From an optimization exercise on the open Yosys and OpenROAD flow, aimed at small area, a short achievable clock period and few clock cycles; shortcuts taken in it are not production practice. Where RTL was checked, it was by simulation tests only, not by an equivalence proof against the original. Only the layout flow was run in run 1; the RTL was not checked for function there.

==> flow/design.v, too long to show whole: its modules and the start of the top module <==
// module PE: 2951 lines
module PE (
	input clk,
	input rst,
	input PE_en,
	input [13-1:0] i_config,
	input [32-1:0] ifmap,
	input [32-1:0] filter,
	input [32-1:0] ipsum,
	input ifmap_valid,
	input filter_valid,
	input ipsum_valid,
	input opsum_ready,
	output reg [32-1:0] opsum,
	output reg ifmap_ready,
	output reg filter_ready,
	output reg ipsum_ready,
	output reg opsum_valid
);
  // ...
==> flow/flow/run.sh <==
#!/bin/bash
# Layout flow: the standard synthesis, then a netlist pass (fapol.py) that
# re-polarises full adders to drop the inverters synthesis leaves between them,
# then the standard ORFS layout with repair_timing asked for extra setup margin.
set -euo pipefail
RES=$PWD/orfs/results/sky130hd/PE/base
LIB=$FLOW_HOME/platforms/sky130hd/lib/sky130_fd_sc_hd__tt_025C_1v80.lib
bash standard.sh synth > synth.log 2>&1
cp $RES/1_2_yosys.v $RES/1_2_yosys.orig.v
python3 flow/fapol.py $LIB $RES/1_2_yosys.orig.v $RES/1_2_yosys.v > fapol.log 2>&1
rm -f $RES/1_synth.odb
bash standard.sh SETUP_SLACK_MARGIN=8.4 TNS_END_PERCENT=100 'BUFFER_PORTS_ARGS=-buffer_cell sky130_fd_sc_hd__buf_2' finish > standard.log 2>&1
==> flow/flow/fapol.py <==
#!/usr/bin/env python3
"""Re-polarise full adders (and simple gates) in a mapped sky130hd netlist.

A full adder is self-dual: FA(~a, ~b, ~c) = (~cout, ~sum).  Yosys' extract_fa
leaves inverters between chained fa cells.  This pass chooses, for every fa
cell, whether it computes the true or the complemented function, and for some
simple gates whether to use the cell or its complement (nand2 <-> and2, ...),
so that as few inverters as possible are needed.  It then removes every
inverter and adds back one inverter per signal whose complement is still
read.  Flip-flops, ports and all other cells keep their function and names.

usage: fapol.py LIBERTY IN.v OUT.v [report]
"""
import re, sys, random, math
from collections import defaultdict, Counter

lib, fin, fout = sys.argv[1:4]
rng = random.Random(1)

# ---- liberty: pin directions and areas
txt = open(lib).read()
pindir, AREA = {}, {}
for chunk in re.split(r'\n\s*cell\s*\(', txt)[1:]:
    nm = re.match(r'\s*"?(\w+)"?', chunk).group(1)
    am = re.search(r'area\s*:\s*([\d.]+)', chunk)
    if am:
        AREA[nm] = float(am.group(1))
    d = {}
    for pm in re.finditer(r'\bpin\s*\(\s*"?(\w+)"?\s*\)\s*\{[^{}]*?direction\s*:\s*"?(\w+)"?', chunk, re.S):
        d[pm.group(1)] = pm.group(2)
    pindir[nm] = d
INV = AREA["sky130_fd_sc_hd__inv_1"]

# ---- netlist
src = open(fin).read()
inst_re = re.compile(r'^  (sky130_fd_sc_hd__\w+)\s+(\\\S+ |\S+)\s*\((.*?)\);\n', re.M | re.S)
pin_re = re.compile(r'\.(\w+)\(\s*(\\\S+ |[^()]*?)\s*\)')
insts = []
for m in inst_re.finditer(src):
    pins = [(p, n.strip()) for p, n in pin_re.findall(m.group(3))]
    insts.append(dict(typ=m.group(1), name=m.group(2), pins=pins, span=m.span()))
if re.search(r'^\s*assign\s', src, re.M):
    sys.exit("fapol: netlist has assign statements; not handled")
outports = set()
for m in re.finditer(r'^\s*output\s+(\[(\d+):(\d+)\]\s+)?(\w+);', src, re.M):
    if m.group(1):
        hi, lo = int(m.group(2)), int(m.group(3))
        for b in range(min(hi, lo), max(hi, lo) + 1):
            outports.add(f"{m.group(4)}[{b}]")
    else:
        outports.add(m.group(4))

def is_inv(t): return re.fullmatch(r'sky130_fd_sc_hd__(inv|clkinv)_\d+', t) is not None
def is_fa(t): return re.fullmatch(r'sky130_fd_sc_hd__fa_\d+', t) is not None

driver = {}
for i, ins in enumerate(insts):
    for p, n in ins['pins']:
        if pindir[ins['typ']].get(p) == 'output' and n:
            driver[n] = (i, p)

def root(n):
    par = 0
    for _ in range(1000):
        if n in driver and is_inv(insts[driver[n][0]]['typ']):
            n = dict(insts[driver[n][0]]['pins'])['A']
            par ^= 1
        else:
            return n, par
    sys.exit("fapol: inverter loop")

cons = defaultdict(list)          # root -> [(inst or None, pin/port, parity)]
for i, ins in enumerate(insts):
    if is_inv(ins['typ']):
        continue
    for p, n in ins['pins']:
        if pindir[ins['typ']].get(p) == 'input' and n and not n.startswith("1'"):
            r, par = root(n)
            cons[r].append((i, p, par))
for n in outports:
    r, par = root(n)
    cons[r].append((None, n, par))

fas = [i for i, ins in enumerate(insts) if is_fa(ins['typ'])]
s = {i: 0 for i in fas}
fa_of_root = {}
for i in fas:
    for p, n in insts[i]['pins']:
        if p in ('SUM', 'COUT'):
            fa_of_root[n] = i
fa_inroots = defaultdict(set)
for r, lst in cons.items():
    for ci, p, par in lst:
        if ci is not None and ci in s:
            fa_inroots[ci].add(r)

COMP = {}
for a, b in [("nand2_1", "and2_1"), ("nor2_1", "or2_1"), ("xor2_1", "xnor2_1"),
             ("nand3_1", "and3_1"), ("nor3_1", "or3_1"), ("a21oi_1", "a21o_1"),
             ("o21ai_0", "o21a_1"), ("a22oi_1", "a22o_1"), ("o22ai_1", "o22a_1"),
             ("mux2i_1", "mux2_1"), ("a211oi_1", "a211o_1"), ("o211ai_1", "o211a_1"),
             ("nand4_1", "and4_1"), ("nor4_1", "or4_1"), ("a31oi_1", "a31o_1"),
             ("o31ai_1", "o31a_1")]:
    COMP["sky130_fd_sc_hd__" + a] = "sky130_fd_sc_hd__" + b
    COMP["sky130_fd_sc_hd__" + b] = "sky130_fd_sc_hd__" + a
gates = {}
for i, ins in enumerate(insts):
    if ins['typ'] in COMP:
        outs = [n for p, n in ins['pins'] if pindir[ins['typ']].get(p) == 'output']
        if len(outs) == 1 and outs[0] in cons:
            gates[i] = outs[0]
g_of_root = {n: i for i, n in gates.items()}
gs = {i: 0 for i in gates}

def pol(r):
    if r in fa_of_root: return s[fa_of_root[r]]
    if r in g_of_root: return gs[g_of_root[r]]
    return 0
def need_inv(r):
    pi = pol(r)
    for ci, p, par in cons[r]:
        if par ^ (s[ci] if (ci is not None and ci in s) else 0) != pi:
            return 1
    return 0
def affected(i):
    rs = set(fa_inroots[i])
    for p, n in insts[i]['pins']:
        if p in ('SUM', 'COUT') and n in cons:
            rs.add(n)
    return rs
def gdelta(i):
    t0 = insts[i]['typ']
    return AREA[COMP[t0]] - AREA[t0]

ninv_old = sum(1 for ins in insts if is_inv(ins['typ']))
before = sum(need_inv(r) for r in cons)

# ---- simulated annealing over fa polarities and gate types
moves = [("f", i) for i in fas] + [("g", i) for i in gates]
cur = before * INV
best_cost, best = cur, (dict(s), dict(gs))
T0, T1, N = 4.0, 0.02, 400000
for step in range(N):
    T = T0 * (T1 / T0) ** (step / N)
    kind, i = moves[rng.randrange(len(moves))]
    if kind == "f":
        rs = affected(i)
        c0 = sum(need_inv(r) for r in rs) * INV
        s[i] ^= 1
        d = sum(need_inv(r) for r in rs) * INV - c0
        if d <= 0 or rng.random() < math.exp(-d / T):
            cur += d
        else:
            s[i] ^= 1
    else:
        r = gates[i]
        c0 = need_inv(r) * INV
        gs[i] ^= 1
        d = need_inv(r) * INV + (gdelta(i) if gs[i] else -gdelta(i)) - c0
        if d <= 0 or rng.random() < math.exp(-d / T):
            cur += d
        else:
            gs[i] ^= 1
    if cur < best_cost - 1e-9:
        best_cost, best = cur, (dict(s), dict(gs))
s, gs = best
for i in gates:
    if gs[i]:
        old_t = insts[i]['typ']; new_t = COMP[old_t]
        oo = [p for p, dd in pindir[old_t].items() if dd == 'output']
        no = [p for p, dd in pindir[new_t].items() if dd == 'output']
        assert len(oo) == 1 and len(no) == 1
        insts[i]['pins'] = [((no[0] if p == oo[0] else p), n) for p, n in insts[i]['pins']]
        assert set(p for p, n in insts[i]['pins']) <= set(pindir[new_t]), (old_t, new_t)
        insts[i]['typ'] = new_t
after = sum(need_inv(r) for r in cons)

# ---- rebuild
def fmt(n):
    return n.rstrip() + ' ' if n.startswith('\\') else n
newinv, newwires = {}, []
def phys(r, want):
    if want == pol(r):
        return r
    if r not in newinv:
        k = len(newinv)
        newinv[r] = f"fapol_n{k}"
        newwires.append((f"fapol_inv{k}", r, f"fapol_n{k}"))
    return newinv[r]
newpins = {}
for r, lst in cons.items():
    for ci, p, par in lst:
        req = par ^ (s[ci] if (ci is not None and ci in s) else 0)
        newpins[(ci, p)] = phys(r, req)

out, pos = [], 0
for i, ins in enumerate(insts):
    a, b = ins['span']
    out.append(src[pos:a]); pos = b
    if is_inv(ins['typ']):
        continue
    pins = [(p, newpins.get((i, p), n)) for p, n in ins['pins']]
    body = ",\n".join(f"    .{p}({fmt(n)})" for p, n in pins)
    out.append(f"  {ins['typ']} {ins['name']} (\n{body}\n  );\n")
tail = src[pos:]
extra = []
for n in sorted(outports):
    pn = newpins[(None, n)]
    if pn != n:
        extra.append(f"  sky130_fd_sc_hd__buf_1 fapol_obuf{len(extra)} (\n    .A({fmt(pn)}),\n    .X({n})\n  );\n")
decl = "".join(f"  wire {w};\n" for _, _, w in newwires)
invs = "".join(f"  sky130_fd_sc_hd__inv_1 {nm} (\n    .A({fmt(r)}),\n    .Y({w})\n  );\n" for nm, r, w in newwires)
res = "".join(out)
hdr_end = res.index(');\n') + 3
res = res[:hdr_end] + decl + res[hdr_end:]
tail = tail.replace("endmodule", invs + "".join(extra) + "endmodule", 1)
open(fout, "w").write(res + tail)
print(f"fapol: {len(fas)} fa cells, {sum(s.values())} flipped; {sum(gs.values())} gates swapped; "
      f"inverters {ninv_old} -> {len(newwires)}, port buffers {len(extra)}; area change "
      f"{(len(newwires) - ninv_old) * INV + sum(gdelta(i) * 0 for i in gates):.0f} um2 (inverters only)")
if len(sys.argv) > 4:
    c = Counter()
    for nm, r, w in newwires:
        t = (insts[driver[r][0]]['typ'][18:] + "." + driver[r][1]) if r in driver else "port"
        kinds = Counter(insts[ci]['typ'][18:] if ci is not None else 'port' for ci, p, par in cons[r])
        c[(t, tuple(sorted(kinds)))] += 1
    for k, v in c.most_common(15): print(v, k)
==> flow/standard.sh <==
#!/bin/bash
# synth_recipe.tcl (not shown) runs the flow's synth.tcl, then flattens the netlist and writes it again
# the make line also repeats each setting of config.mk as NAME=value (left out here)
make -C /OpenROAD-flow-scripts/flow DESIGN_CONFIG=/design/flow/config.mk WORK_HOME=/design/flow/orfs CLKGATE_MAP_FILE= SYNTH_SCRIPT=/design/flow/synth_recipe.tcl "${@:-finish}"
==> flow/config.mk <==
export PLATFORM = sky130hd
export DESIGN_NAME = PE
export DESIGN_NICKNAME = PE
export VERILOG_FILES = /design/flow/design.v
export SDC_FILE = /design/flow/constraint.sdc
export NUM_CORES = 8
export LEC_CHECK = 0
export CAP_MARGIN = 20
export CORE_MARGIN = 2
export CORE_UTILIZATION = 40
export CTS_CLUSTER_DIAMETER = 80
export CTS_CLUSTER_SIZE = 30
export SLEW_MARGIN = 20
==> flow/constraint.sdc <==
create_clock -name core_clock -period 12.0 [get_ports {clk}]
set_input_delay 2.4000 -clock core_clock [delete_from_list [all_inputs] [get_ports {clk}]]
set_output_delay 2.4000 -clock core_clock [all_outputs]
set_load 0.01 [all_outputs]
==> flow_summary.yaml, run 1 <==
placed_design:
  dp_slack_ns: 7.392
  io_buffers: 151
  place.gp.congestion: 0.9953
  placed_area_um2: 55400
critical_path:
  r2r_slack_ns: 8.30
  worstReg2RegEnd: "cb_10_0"
  critical_path.n_buffers_inverters: 2
  critical-path-top-delay-family: "simple AND/OR/NAND/NOR gates"
  cp-start-kind: "primary input"
  cp.required_ns: 12.63
  r2r-start: "ca_10_8"
  crit_path_max_fanout: 3
  crit_slowest_cell: "or3_1"
layout:
  multi_input_area_um2: 26790
  utilization: 0.4457
  stdcell_area_um2: 58450
  seq_share: 0.4348
  layout_commonest_cell: "fa_1"
  multi_input_cells: 2361
  signal_buffers: 230
  clockBufferCount: 69
  clock_area_frac: 0.03620
clocking:
  clk_pin_slew_ns: 0.12
  ctsResizeCount: 43
  cts_tree: "yes"
  clk_path_buf_depth: 3
detailed_routing:
  drt_iter0_drc: 3198
  vias_per_cell: 5.490
  route.met3.wl_um: 16140
status:
  status: "no timing/DRC/antenna violations"
synthesis:
  synth_area_um2: 52720
floorplanning:
  die_h_um: 367.1
global_routing:
  grt_util_met2: 0.3504
  first_global_vias: 31960
sta:
  slew_headroom: 0.3104
  fin_crit_ns: 3.765
min_path:
  min_to: "R1[81]"
flow_run:
  max_cap_violations: 0
==> inputs of run 2 (changes only) <==
--- a/flow/design.v
+++ b/flow/design.v
@@ -57,21 +57,24 @@
 	if (f_store && fr == 2'd0) stg[31:0] <= filter;
 	if (f_store && fr == 2'd1) stg[63:32] <= filter;
 	if (f_store && fr == 2'd2) stg[95:64] <= filter;
 	R0 <= ins ? stg : R1;
 	R1 <= R2;
 	R2 <= R3;
 	R3 <= R0;
 end
-wire stg_full_next = f_done_one | (stg_full & !(ins & !cdw));
+wire stg_keep = stg_full & !(ins & !cdw);
+wire stg_full_next = f_done_one | stg_keep;
 wire [1:0] stg_k_next = f_done_one ? kw[1:0] : stg_k;
 wire [2:0] T0_next = ins ? {1'b1, stg_k} : T1;
-wire ins_next = stg_full_next & (cdw ? !T2[2] :
-	((stg_k_next == 2'd0) | (T0_next[2] & (T0_next[1:0] == stg_k_next - 2'd1))));
+wire rule0_next = cdw ? !T2[2] : ((stg_k == 2'd0) | (T0_next[2] & (T0_next[1:0] == stg_k - 2'd1)));
+wire rule1_next = cdw ? !T2[2] : ((kw[1:0] == 2'd0) | (T0_next[2] & (T0_next[1:0] == kw[1:0] - 2'd1)));
+wire block0 = stg_keep & !rule0_next & !cdw;    
+wire block1 = !rule1_next & !cdw;               
 wire fdone_next = fdone | (f_fire & f_last);
 always @(posedge clk or posedge rst) begin
 	if (rst) begin
 		kw <= 3'd0; fr <= 2'd0; fdone <= 1'b0; filter_ready <= 1'b0;
 		stg_full <= 1'b0; stg_k <= 2'd0;
 		T0 <= 3'd0; T1 <= 3'd0; T2 <= 3'd0; T3 <= 3'd0;
 	end else if (job_end) begin
 		kw <= 3'd0; fr <= 2'd0; fdone <= 1'b0; filter_ready <= 1'b1;
@@ -81,17 +84,17 @@
 		if (f_fire) begin
 			fr <= f_rowlast ? 2'd0 : fr + 2'd1;
 			if (f_rowlast) kw <= kw + 3'd1;
 		end
 		fdone <= fdone_next;
 		stg_full <= stg_full_next;
 		stg_k <= stg_k_next;
 		T0 <= T0_next; T1 <= T2; T2 <= T3; T3 <= T0;
-		filter_ready <= !fdone_next & !(stg_full_next & !ins_next & !cdw);
+		filter_ready <= !fdone_next & !(f_done_one ? block1 : block0);
 	end
 end
 reg [31:0] q0, q1, q2, q3;
 reg [2:0] nq;
 reg [4:0] ci;      
 reg [1:0] ki;      
 reg idone;         
 reg [11:0] xen;    
--- a/flow/config.mk
+++ b/flow/config.mk
@@ -5,9 +5,10 @@
 export SDC_FILE = /design/flow/constraint.sdc
 export NUM_CORES = 8
 export LEC_CHECK = 0
 export CAP_MARGIN = 20
 export CORE_MARGIN = 2
 export CORE_UTILIZATION = 40
 export CTS_CLUSTER_DIAMETER = 80
 export CTS_CLUSTER_SIZE = 30
+export PLACE_DENSITY = 0.75
 export SLEW_MARGIN = 20
==> flow_summary.yaml, run 2 <==
status:
  status: "no timing/DRC/antenna violations"
clocking:
  cts_tree: "yes"
  cts.sinks: 991
  clk_pin_slew_ns: 0.11
  insertion_delay_ns: 0.69
  clk_path_buf_depth: 3
  cts.hold.buffers_added: 0
  cts-buffers-inserted: 49
  cts_max_level: 2
  clock-root-buffer: "clkbuf_16"
global_routing:
  grt_max_degree: 96
  grt_overflow_total: 0
  track_usage: 0.2332
  first_global_vias: 32220
  grt_pass1_wl_um: 226700
  antenna_found_initial: 11
min_path:
  hp-class: "reg -> reg"
  worstHoldStart: "R2[4]"
  min_to: "R1[4]"
  whs_path_depth: 0
critical_path:
  crit_path_max_fanout: 1
  r2r-start: "ca_12_1"
  r2r_cells: 6
  arrival_ns: 4.14
  critical_path_class: "reg -> reg"
  cp.required_ns: 12.43
  r2r_slack_ns: 8.29
  worstReg2RegEnd: "cb_12_0"
  end_kind: "flip-flop"
  cp-start-kind: "flip-flop"
floorplanning:
  core_area_um2: 131300
  initial_utilization: 0.4026
  rows: 133
  die-area_um2: 135100
  die_x_um: 367.5
  die_h_um: 367.5
  pin_count: 152
sta:
  drv_slew: 0
  period_share: 0.3089
  setup_tns_ns: 0
  worst_pin_slew_ns: 0.8592
  slew_headroom: 0.4272
  max_freq_mhz: 269.7
  hold_ws_ns: 0.2947
  fin_crit_ns: 3.707
  rsz0062_at_grt: "true"
  finalHoldViolations: 0
  setup_viol: 0
  fin_skew_ns: 0.04461
synthesis:
  yosys_warnings: 1
  synth_cells: 3638
  synth_area_um2: 52860
  syn-num-nets: 4562
  avgSynthCellArea_um2: 14.53
detailed_routing:
  wl_per_cell_um: 28.60
  drc: 0
  drt_iter0_drc: 3462
  num_vias: 31060
  drt-total-wl_um: 159000
  drt_pass1_iterations: 6
  vias_per_cell: 5.587
  ant_nets: 0
layout:
  utilization: 0.4440
  drive_gt1_frac: 0.1575
  nets: 4685
  layout_commonest_cell: "fa_1"
  final_cell_mix: "fa_1 (727), edfxtp_1 (534), and3_1 (485), dfxtp_1 (410), nand3_1 (240)"
  area_growth_pct: 10.29
placed_design:
  io_buffers: 151
  place.gp.congestion: 1.017
  dp_hpwl_um: 124800
flow_run:
  max_cap_violations: 0
## run 2: worst max-delay path by stage
stage | from | endpoint | depth (start not counted)
after floorplan | sfull | ca_0_0 | 3
after global placement | sfull | q1[1] | 9
after detailed placement | sfull | q1[0] | 9
after CTS | ca_12_2 | cb_12_0 | 6
after global routing | ca_12_1 | cb_12_0 | 6
final | ca_12_1 | cb_12_0 | 6
## run 2: through the flow
| step | instances | instance area [um^2] | setup WS [ns] |
|---|---|---|---|
| 2_1_floorplan | 3638 | 52970 | 7.871 |
| 3_3_place_gp | 5403 | 55400 | 6.909 |
| 3_5_place_dp | 5404 | 55430 | 6.832 |
| 4_1_cts | 5528 | 57820 | 8.270 |
| 5_1_grt | 5557 | 58300 | 8.231 |
| 6_report | 5559 | 58300 | 8.293 |
## run 2: per-layer routing
layer / GRT usage / share of wire
met3: 0.07363 / 0.12
met1: 0.3174 / 0.40
met5: 0 / 0.00031
met2: 0.3516 / 0.44
met4: 0.08212 / 0.040
## run 2: critical path, cell delays in order, from the launching register on
cell and delay [ns]:
edfxtp_1 0.42, fa_2 0.60, fa_2 0.46, fa_1 0.55, fa_2 0.46, fa_2 0.55, fa_2 0.42
## run 2: repair_timing
action	in CTS	in global routing
pin swaps	42	21
setup endpoints to repair	466	199
endpoints found under the hold margin	0	0
gates resized for setup	89	49
buffers inserted	24	24
cloned	8	4
## run 2: cell type report
type	count	area [um^2]
multi-input combinational	2391	26870
timing repair inverter	1	8.758
clock inverter	27	452.9
tap	1755	2196
antenna	2	5.005
sequential	991	25420
timing repair buffer	230	1645
fill	11520	73000
inverter	97	381.6
clock buffer	65	1329
Testbench counts of run 2, summed over its fixed seeds: cycles 10,032.
==> inputs of run 3 (changes only) <==
--- a/flow/config.mk
+++ b/flow/config.mk
@@ -12,3 +12,2 @@
 export CTS_CLUSTER_SIZE = 30
-export PLACE_DENSITY = 0.75
 export SLEW_MARGIN = 20
==> flow_summary.yaml, run 3 <==
floorplanning:
  core_area_um2: 131300
  die_h_um: 367.5
  initial_utilization: 0.4026
  die_x_um: 367.5
  rows: 133
  pin_count: 152
  die-area_um2: 135100
global_routing:
  grt_util_met2: 0.3587
  first_global_vias: 32140
  grt_max_degree: 84
  gr-usage-met3: 0.07062
  gr-max-usage-layer: "met2"
  antenna_found_initial: 11
  grt_pass1_wl_um: 230000
  track_usage: 0.2378
  grt_overflow_total: 0
  grt_use_met1: 0.3294
detailed_routing:
  drt_iter0_drc: 3115
  drt_pass1_iterations: 6
  vias_per_cell: 5.604
  drt-total-wl_um: 162600
  ant_nets: 0
  num_vias: 31190
  wl_per_cell_um: 29.21
  drc: 0
clocking:
  clk_path_buf_depth: 3
  cts.hold.buffers_added: 0
  clock-root-buffer: "clkbuf_16"
  insertion_delay_ns: 0.72
  clk_pin_slew_ns: 0.10
  cts.sinks: 991
  cts_tree: "yes"
  cts_max_level: 2
  cts-buffers-inserted: 56
status:
  status: "no timing/DRC/antenna violations"
sta:
  setup_tns_ns: 0
  fin_crit_ns: 3.684
  rsz0062_at_grt: "true"
  finalHoldViolations: 0
  fin_skew_ns: 0.04815
  period_share: 0.3070
  worst_pin_slew_ns: 1.004
  setup_viol: 0
  slew_headroom: 0.3305
  drv_slew: 0
  max_freq_mhz: 271.4
critical_path:
  cp-start-kind: "flip-flop"
  crit_slowest_cell: "dfrtp_1"
  end_kind: "output pin"
  cp.required_ns: 9.60
  critical_path.n_buffers_inverters: 1
  critical_path_class: "reg -> out"
  crit_path_max_fanout: 2
  critical-path-top-delay-family: "flip-flops"
  path_cells: "buf_2"
  arrival_ns: 1.28
  critPathMaxStageDelay_ns: 0.43
synthesis:
  synth_cells: 3638
  syn-num-nets: 4562
  avgSynthCellArea_um2: 14.53
  yosys_warnings: 1
  synth_area_um2: 52860
placed_design:
  io_buffers: 151
  dp_hpwl_um: 125700
  place.gp.congestion: 1.006
min_path:
  hp-class: "reg -> reg"
layout:
  drive_gt1_frac: 0.1610
  multi_input_area_um2: 26940
  utilization: 0.4458
  final_cell_mix: "fa_1 (728), edfxtp_1 (534), and3_1 (485), dfxtp_1 (407), nand3_1 (240)"
  nets: 4683
  layout_commonest_cell: "fa_1"
  fill_cells: 11670
  area_growth_pct: 10.72
  regArea_um2: 25420
flow_run:
  max_cap_violations: 0
==> run 3: cell types whose count changed in the layout (fill, tap and decap cells not counted), moves of 3 or more <==
cell	change
inv_12	+7
buf_4	-5
ha_1	-5
ha_4	+5
buf_6	-4
clkbuf_16	+4
inv_16	+4
a31oi_2	-3
clkbuf_1	-3
dfxtp_1	-3
dfxtp_2	+3
==> run 3: cell type report <==
class | instances | share of cell area
well taps | 1755 | 0.03752
flip-flops and latches | 991 | 0.4343
multi-input cells | 2395 | 0.4604
clock buffers | 69 | 0.02512
repair buffers | 218 | 0.02610
inverters | 97 | 0.006328
diodes | 4 | 0.0001710
clock inverters | 37 | 0.01005
==> run 3: path summary, 6_finish.rpt <==
kind / startpoint / end / slack [ns] / cells after the start
worst max register to register: ca_9_0 / cb_9_0 / 8.32 / 6
worst min-delay path: R3[24] / R2[24] / 0.30 / 0
worst max-delay path: filter_ready / filter_ready / 8.32 / 1
min in group asynchronous: rst / fr[1] / 1.85 / 3
worst min register to register: R3[24] / R2[24] / 0.30 / 0
max in group asynchronous: rst / opsum_valid / 9.68 / 3
==> run 3: metrics by stage <==
step                      worst slack, ns  std cells  cell area, um^2  hold slack, ns
after floorplan                     7.871       3638            52970          0.3096
after global placement              6.982       5406            55420          0.3096
after detailed placement            6.877       5406            55420          0.3121
after CTS                           8.264       5548            58080          0.2994
after global routing                8.218       5562            58520          0.3024
final                               8.316       5566            58530          0.3007
==> run 3: routing by layer <==
metal  wire [um]  vias up
met5          21        -
met4        5470        4
met3       16980      312
met2       71590     1567
met1       68540    16350
li1            -    12960
==> run 3: repair_timing <==
item | 4_1_cts | 5_1_grt
cloned | 9 | 5
setup endpoints to repair | 386 | 203
pin swaps | 39 | 29
gates resized for setup | 75 | 68
buffers inserted | 27 | 9
==> inputs of run 4 (changes only) <==
--- a/flow/config.mk
+++ b/flow/config.mk
@@ -9,3 +9,3 @@
 export CORE_MARGIN = 2
-export CORE_UTILIZATION = 40
+export CORE_UTILIZATION = 55
 export CTS_CLUSTER_DIAMETER = 80
==> flow_summary.yaml, run 4 <==
critical_path:
  cp.required_ns: 12.41
  cpMostUsedCell: "fa_1"
  cp-start-kind: "flip-flop"
  path_cells: "fa_1, fa_1, fa_2, fa_1, fa_1, fa_2"
  end_kind: "flip-flop"
  critPathMaxStageDelay_ns: 0.59
  critical-path-top-delay-family: "adder cells"
  crit_slowest_cell: "fa_1"
  arrival_ns: 4.14
  critical_path_class: "reg -> reg"
  critical_path.n_buffers_inverters: 0
  crit_path_max_fanout: 1
flow_run:
  max_cap_violations: 0
clocking:
  insertion_delay_ns: 0.69
  clock-root-buffer: "clkbuf_16"
  clk_pin_slew_ns: 0.10
  clk_path_buf_depth: 3
  cts-buffers-inserted: 46
  cts_max_level: 2
  cts.sinks: 991
  cts_tree: "yes"
floorplanning:
  die-area_um2: 98610
  rows: 113
  die_h_um: 314.0
  initial_utilization: 0.5555
  core_area_um2: 95150
  die_x_um: 314.0
  pin_count: 152
sta:
  setup_viol: 0
  fin_crit_ns: 3.728
  finalHoldViolations: 0
  slew_headroom: 0.3107
  drv_slew: 0
  period_share: 0.3106
  rsz0062_at_grt: "true"
  worst_pin_slew_ns: 1.034
  max_freq_mhz: 268.3
  timing.final.ws_setup_ns: 8.272
  fin_skew_ns: 0.04786
  setup_tns_ns: 0
synthesis:
  synth_cells: 3638
  synth_area_um2: 52860
  avgSynthCellArea_um2: 14.53
  yosys_warnings: 1
  syn-num-nets: 4562
layout:
  area_growth_pct: 8.694
  final_cell_mix: "fa_1 (735), edfxtp_1 (534), and3_1 (485), dfxtp_1 (411), nand3_1 (240)"
  drive_gt1_frac: 0.1552
  layout_commonest_cell: "fa_1"
  nets: 4680
placed_design:
  dp_hpwl_um: 126400
  dp_slack_ns: 6.455
  place.gp.congestion: 0.9991
  io_buffers: 151
detailed_routing:
  drc: 0
  drt_pass1_iterations: 8
  wl_per_cell_um: 31.58
  drt-total-wl_um: 159900
  drt_iter0_drc: 3777
  vias_per_cell: 6.289
  num_vias: 31850
  ant_nets: 0
global_routing:
  grt_pass1_wl_um: 230600
  antenna_found_initial: 17
  track_usage: 0.3295
  grt_max_degree: 178
  first_global_vias: 33160
  grt_overflow_total: 0
min_path:
  hp-class: "reg -> reg"
status:
  status: "no timing/DRC/antenna violations"
-- run 4: cell types whose count changed in the layout (fill, tap and decap cells not counted), sizes merged, moves of 2 or more --
cell      before  now
clkbuf        72   62
buf          214  222
nand2        141  139
clkinvlp       1    4
inv          123  109
-- run 4: per-layer routing --
metal	track usage	vias to the layer above	part of all wire
met2	0.4824	1912	0.43
li1	-	12950	-
met4	0.1195	8	0.042
met3	0.1045	391	0.12
met1	0.4666	16590	0.41
met5	0	-	0.00033
-- run 4: final cells by class --
class                      instances  area (um^2)
sequential                       991        25410
timing repair buffer             224         1555
clock inverter                    26        331.6
fill                            7319        37700
inverter                          97        384.1
tap                             1265         1583
multi-input combinational       2395        26910
clock buffer                      60         1256
antenna                            5        12.51
timing repair inverter             1        7.507
-- run 4: per-stage QoR --
step           hold slack (ns)  utilization  std cells  instance area [um^2]
6_report                0.3211       0.6038       5064                 57460
5_1_grt                 0.3241       0.6037       5059                 57440
4_1_cts                 0.3207       0.5980       5029                 56900
3_5_place_dp            0.3121       0.5756       4909                 54770
3_3_place_gp            0.3095       0.5756       4909                 54770
2_1_floorplan           0.3096            -       3638                 52970
-- run 4: final timing paths --
path	cells past startpoint	slack [ns]	startpoint	end
max	6	8.27	ca_9_2	cb_9_0
min	0	0.32	R3[12]	R2[12]
max reg2reg	6	8.27	ca_9_2	cb_9_0
min reg2reg	0	0.32	R3[12]	R2[12]
max in group asynchronous	2	9.53	rst	opsum_valid
min in group asynchronous	2	1.87	rst	opsum_valid
-- run 4: worst reg2reg max path, delay by kind of cell (launching register included) --
kind                     cells  cell delay, ns
adder cells (fa/ha/maj)      6            3.07
flip-flops                   1            0.41
-- run 4: what timing repair did --
item,4_1_cts,5_1_grt
hold buffers,0,0
setup buffers,26,25
pin swaps,33,28
gates resized for setup,74,60
gates cloned,8,5
setup endpoints to repair,402,291

## afterwards: timing with drivers on the ports
In the flow no input, the clock included, has a driving cell. The finished layouts below were timed again as built, in two steps.
Step 1 assumes that a clkbuf_16 drives the clock port and a buf_2 every other input.
Step 2 times the ports against the registers' clock, not the clock port: input delays grow and output delays shrink by t, the midpoint of the rising clock arrivals with the driver on.
Three values: no drivers, after step 1, after step 2; two values: the first two.
run	shift t [ns]	setup WS [ns]	worst hold slack (ns)	clock arrival spread, ns
run 1	0.748	8.235 / 8.241 / 7.541	0.302 / 0.302 / 0.302	0.046 / 0.046
run 2	0.738	8.293 / 8.267 / 7.790	0.295 / 0.295 / 0.295	0.045 / 0.045
run 3	0.773	8.316 / 8.241 / 7.775	0.301 / 0.301 / 0.301	0.050 / 0.050
run 4	0.740	8.272 / 8.246 / 7.720	0.321 / 0.321 / 0.321	0.048 / 0.048
After both steps setup and hold are still met in every run listed. The setup slack of run 1, which loses most, moves by +0.006 ns with the drivers and by -0.694 ns with both steps.
